Source: an optimization exercise on an open RTL-to-GDS flow (aim: small area). Production flows keep margins and buffers that such runs may drop.

==> flow/design.v <==
`timescale 1ns / 10ps
module memory(
    input clk_100M,
    input reset,
    input rst,
    input str,
    input [7:0] sw,
    input debug,
    input entr,
    input bld,
    output [3:0] an,
    output reg [6:0] seg,
    output [15:0] led,
    output out,
    output o_shutdown_n,
    output o_gain,
    output o_connect_n
    );
    assign o_shutdown_n = 1'b1;
    assign o_connect_n = 1'b1;
    assign o_gain = 1'b1;
    assign an = 4'b1110;
    localparam [14:0] PAUSE1 = 15'b011100101011111;
    localparam [14:0] PAUSE2 = 15'b001001101110101;
    localparam [14:0] PAUSE3 = 15'b101111000110110;
    localparam [14:0] PAUSE4 = 15'b011010100010001;
    localparam [14:0] PAUSE5 = 15'b000011101110000;
    localparam [13:0] WIN_TIME = 14'b01011100101011;
    reg [9:0] counter;
    always @(posedge clk_100M) begin
        if (reset || (&counter[9:5] && &counter[2:0]))
            counter <= 0;
        else
            counter <= counter + 1'b1;
    end
    reg [3:0] db, c1, c2;
    always @(posedge clk_100M) begin
        if (reset) begin
            db <= 0;
            c1 <= 0;
            c2 <= 0;
        end
        else if (counter[0]) begin
            db <= {bld, entr, str, rst};
            c1 <= db;
            c2 <= c1;
        end
    end
    wire [3:0] cl = c1 & ~c2;
    wire rst_clean = cl[0];
    wire str_clean = cl[1];
    wire entr_clean = cl[2];
    wire bld_clean = cl[3];
    reg drawn;
    reg [7:0] sd;
    always @(posedge clk_100M) begin
        if (reset) begin
            drawn <= 0;
            sd <= 0;
        end
        else if (str_clean || rst_clean) begin
            drawn <= 1;
            sd <= counter[7:0];
        end
    end
    wire [2:0] ix1 = {sd[4]^sd[1], sd[3]^sd[0], sd[2]^sd[7]};
    wire [2:0] ix2 = {sd[7]^sd[4], sd[6]^sd[3], sd[5]^sd[2]};
    wire [2:0] ix3 = {sd[5]^sd[3], sd[7]^sd[5], sd[6]^sd[4]};
    wire [2:0] ix4 = {sd[4]^sd[2], sd[3]^sd[1], sd[2]^sd[0]};
    wire [2:0] ix5 = {sd[7]^sd[5], sd[6]^sd[4], sd[5]^sd[3]};
    wire sw_oh = (sw != 8'd0) && ((sw & (sw - 8'd1)) == 8'd0);
    wire [3:0] sw_code = {sw_oh, sw[7] | sw[6] | sw[5] | sw[4],
                                 sw[7] | sw[6] | sw[3] | sw[2],
                                 sw[7] | sw[5] | sw[3] | sw[1]};
    wire [3:0] q1 = {drawn, ix1};
    wire [3:0] q2 = {drawn, ix2};
    wire [3:0] q3 = {drawn, ix3};
    wire [3:0] q4 = {drawn, ix4};
    wire [3:0] q5 = {drawn, ix5};
    reg [3:0] a1;                        
    reg [3:0] b0, b1, b2, b3, b4;        
    reg [3:0] bld_cnt;
    always @(posedge clk_100M) begin
        if (reset) begin
            b0 <= 0;
            b1 <= 0;
            b2 <= 0;
            b3 <= 0;
            b4 <= 0;
        end
        else
            case (bld_cnt)
                4'd1: b0 <= sw_code;
                4'd3: b1 <= sw_code;
                4'd5: b2 <= sw_code;
                4'd7: b3 <= sw_code;
                4'd9: b4 <= sw_code;
            endcase
    end
    wire m1 = (a1 == q1);
    wire e0 = (b0 == q1);
    wire e1 = (b1 == q2);
    wire e2 = (b2 == q3);
    wire e3 = (b3 == q4);
    wire e4 = (b4 == q5);
    wire m2 = e0 & e1;
    wire m3 = m2 & e2;
    wire m4 = m3 & e3;
    wire m5 = m4 & e4;
    reg [2:0] level, seg_lvl;
    reg [14:0] pc;
    reg [13:0] wc;
    wire [14:0] pc_nx = {pc[13:0], ~(pc[14] ^ pc[13])};
    wire [13:0] wc_nx = {wc[12:0], ~(wc[13] ^ wc[4] ^ wc[2] ^ wc[0])};
    reg enable, win_enable;
    reg [5:1] en;
    reg led_on, led_win, ss_valid;
    reg [2:0] idx;
    always @(*) begin
        case (seg_lvl)
            3'b001: seg = 7'b1001111;
            3'b010: seg = 7'b0010010;
            3'b011: seg = 7'b0000110;
            3'b100: seg = 7'b1001100;
            default: seg = 7'b0100100;
        endcase
    end
    reg [7:0] led_lo;
    always @(*) begin
        led_lo = 8'd0;
        led_lo[idx] = led_on;
        led_lo = led_lo | {8{led_win}};
    end
    assign led = {{8{led_win}}, led_lo};
    always @(posedge clk_100M) begin
        if (reset) begin
            level <= 1;
            seg_lvl <= 1;
            pc <= 0;
            enable <= 0;
            en <= 0;
            led_on <= 0;
            led_win <= 0;
            ss_valid <= 0;
            idx <= 0;
            wc <= 0;
            win_enable <= 0;
            a1 <= 0;
            bld_cnt <= 0;
        end
        else begin
            seg_lvl <= level;
            if (en[1]) begin
                pc <= pc_nx;
                if (pc == PAUSE1) begin
                    pc <= 0; enable <= 0; en[1] <= 0;
                    led_on <= 0; led_win <= 0;
                end
            end
            if (en[2]) begin
                pc <= pc_nx;
                if (pc == PAUSE1) begin
                    led_on <= drawn; led_win <= 0; ss_valid <= drawn; idx <= ix2;
                    enable <= 1;
                end
                if (pc == PAUSE2) begin
                    pc <= 0; enable <= 0; en[2] <= 0;
                    led_on <= 0; led_win <= 0;
                end
            end
            if (en[3]) begin
                pc <= pc_nx;
                if (pc == PAUSE1) begin
                    led_on <= drawn; led_win <= 0; ss_valid <= drawn; idx <= ix2;
                end
                if (pc == PAUSE2) begin
                    led_on <= drawn; led_win <= 0; ss_valid <= drawn; idx <= ix3;
                    enable <= 1;
                end
                if (pc == PAUSE3) begin
                    pc <= 0; enable <= 0; en[3] <= 0;
                    led_on <= 0; led_win <= 0;
                end
            end
            if (en[4]) begin
                pc <= pc_nx;
                if (pc == PAUSE1) begin
                    led_on <= drawn; led_win <= 0; ss_valid <= drawn; idx <= ix2;
                end
                if (pc == PAUSE2) begin
                    led_on <= drawn; led_win <= 0; ss_valid <= drawn; idx <= ix3;
                end
                if (pc == PAUSE3) begin
                    led_on <= drawn; led_win <= 0; ss_valid <= drawn; idx <= ix4;
                    enable <= 1;
                end
                if (pc == PAUSE4) begin
                    pc <= 0; enable <= 0; en[4] <= 0;
                    led_on <= 0; led_win <= 0;
                end
            end
            if (en[5]) begin
                pc <= pc_nx;
                if (pc == PAUSE1) begin
                    led_on <= drawn; led_win <= 0; ss_valid <= drawn; idx <= ix2;
                end
                if (pc == PAUSE2) begin
                    led_on <= drawn; led_win <= 0; ss_valid <= drawn; idx <= ix3;
                end
                if (pc == PAUSE3) begin
                    led_on <= drawn; led_win <= 0; ss_valid <= drawn; idx <= ix4;
                end
                if (pc == PAUSE4) begin
                    led_on <= drawn; led_win <= 0; ss_valid <= drawn; idx <= ix5;
                    enable <= 1;
                end
                if (pc == PAUSE5) begin
                    pc <= 0; enable <= 0; en[5] <= 0;
                    led_on <= 0; led_win <= 0;
                end
            end
            if (win_enable) begin
                wc <= wc_nx;
                if (wc == WIN_TIME) begin
                    wc <= 0;
                    win_enable <= 0;
                    led_on <= 0; led_win <= 0;
                    level <= 1;
                end
            end
            if (bld_clean) begin
                case (level)
                    3'd1: a1 <= sw_code;
                    3'd2, 3'd3, 3'd4, 3'd5: bld_cnt <= bld_cnt + 1'b1;
                endcase
            end
            if (entr_clean || rst_clean) begin
                bld_cnt <= 1;
                case (level)
                    3'd1: begin
                        if (!rst_clean) begin
                            led_on <= drawn; led_win <= 0; ss_valid <= drawn; idx <= ix1;
                            enable <= 1; en[1] <= 1;
                        end
                        if (m1 && !rst_clean) level <= 2;
                        else level <= 1;
                    end
                    3'd2: begin
                        if (!rst_clean) begin
                            led_on <= drawn; led_win <= 0; ss_valid <= drawn; idx <= ix1;
                            enable <= 1; en[2] <= 1;
                        end
                        if (rst_clean) level <= 1;
                        else if (m2) level <= 3;
                    end
                    3'd3: begin
                        if (!rst_clean) begin
                            led_on <= drawn; led_win <= 0; ss_valid <= drawn; idx <= ix1;
                            enable <= 1; en[3] <= 1;
                        end
                        if (rst_clean) level <= 1;
                        else if (m3) level <= 4;
                    end
                    3'd4: begin
                        if (!rst_clean) begin
                            led_on <= drawn; led_win <= 0; ss_valid <= drawn; idx <= ix1;
                            enable <= 1; en[4] <= 1;
                        end
                        if (rst_clean) level <= 1;
                        else if (m4) level <= 5;
                    end
                    3'd5: begin
                        if (m5) begin
                            led_on <= 0; led_win <= 1;
                            win_enable <= 1;
                        end
                        else begin
                            led_on <= drawn; led_win <= 0; ss_valid <= drawn; idx <= ix1;
                            enable <= 1; en[5] <= 1;
                        end
                    end
                endcase
            end
        end
    end
    reg [2:0] tr_idx, mi_idx;
    reg tr_valid;
    always @(posedge clk_100M) begin
        tr_idx <= idx;
        mi_idx <= tr_idx;
        if (reset)
            tr_valid <= 0;
        else
            tr_valid <= ss_valid;
    end
    reg [6:0] tlim;      
    always @(*) begin
        case (mi_idx)
            3'd0: tlim = 7'd117;
            3'd1: tlim = 7'd104;
            3'd2: tlim = 7'd93;
            3'd3: tlim = 7'd82;
            3'd4: tlim = 7'd73;
            3'd5: tlim = 7'd65;
            3'd6: tlim = 7'd58;
            default: tlim = 7'd51;
        endcase
    end
    reg [6:0] t;
    reg dclk;
    always @(posedge clk_100M) begin
        if (reset) begin
            t <= 0;
            dclk <= 0;
        end
        else if (!tr_valid || t >= tlim) begin
            t <= 0;
            dclk <= ~dclk;
        end
        else
            t <= t + 1'b1;
    end
    assign out = enable & dclk;
endmodule
clock: 10.0 ns
lec_check: 0
abc_area: 1
cap_margin: 20
core_margin: 2
core_utilization: 75
slew_margin: 20
run.sh (not shown) runs the stock make flow with config.mk's settings and CLKGATE_MAP_FILE= SYNTH_SCRIPT=/design/flow/synth_recipe.tcl, a recipe that flattens the netlist after the stock synthesis.
Edit:
ABC_AREA = default   (was 1)
CORE_UTILIZATION = 40   (was 75)
Sequential cell count does not change.
Cell area rises by 1.8%.
Die area rises by 84%.
Setup slack gains 0.024 ns.
No run of this note included a check of the RTL's function; only the layout flow was run.

==> re-timing with driven ports <==
How much do the figures lean on ideal ports? The routed layouts below were timed once more, with nothing changed but the port constraints. Step 1 (the two cells are an assumption about what drives the block):
set clk [get_ports {clk_100M}]
set_driving_cell -lib_cell sky130_fd_sc_hd__clkbuf_16 $clk
set_driving_cell -lib_cell sky130_fd_sc_hd__buf_2 [delete_from_list [all_inputs] $clk]
Step 2 adds t to the input delays and takes it off the output delays; t is the mean of the earliest and latest rising clock arrival at the registers after step 1. Input paths then give back, and output paths get back, about the clock's delay inside the block. Three values: ideal, step 1, step 2; two values: the first two.
run	shift t [ns]	slack for setup (ns)	hold WS [ns]	worst setup path at the end	worst data-port slew with drivers (ns)
the first run	0.569	5.651 / 5.613 / 5.882	0.336 / 0.336 / 0.336	input to register	0.04
the second run	0.464	5.674 / 5.627 / 5.890	0.329 / 0.329 / 0.329	input to register	0.03
After both steps every run listed still meets setup and hold.
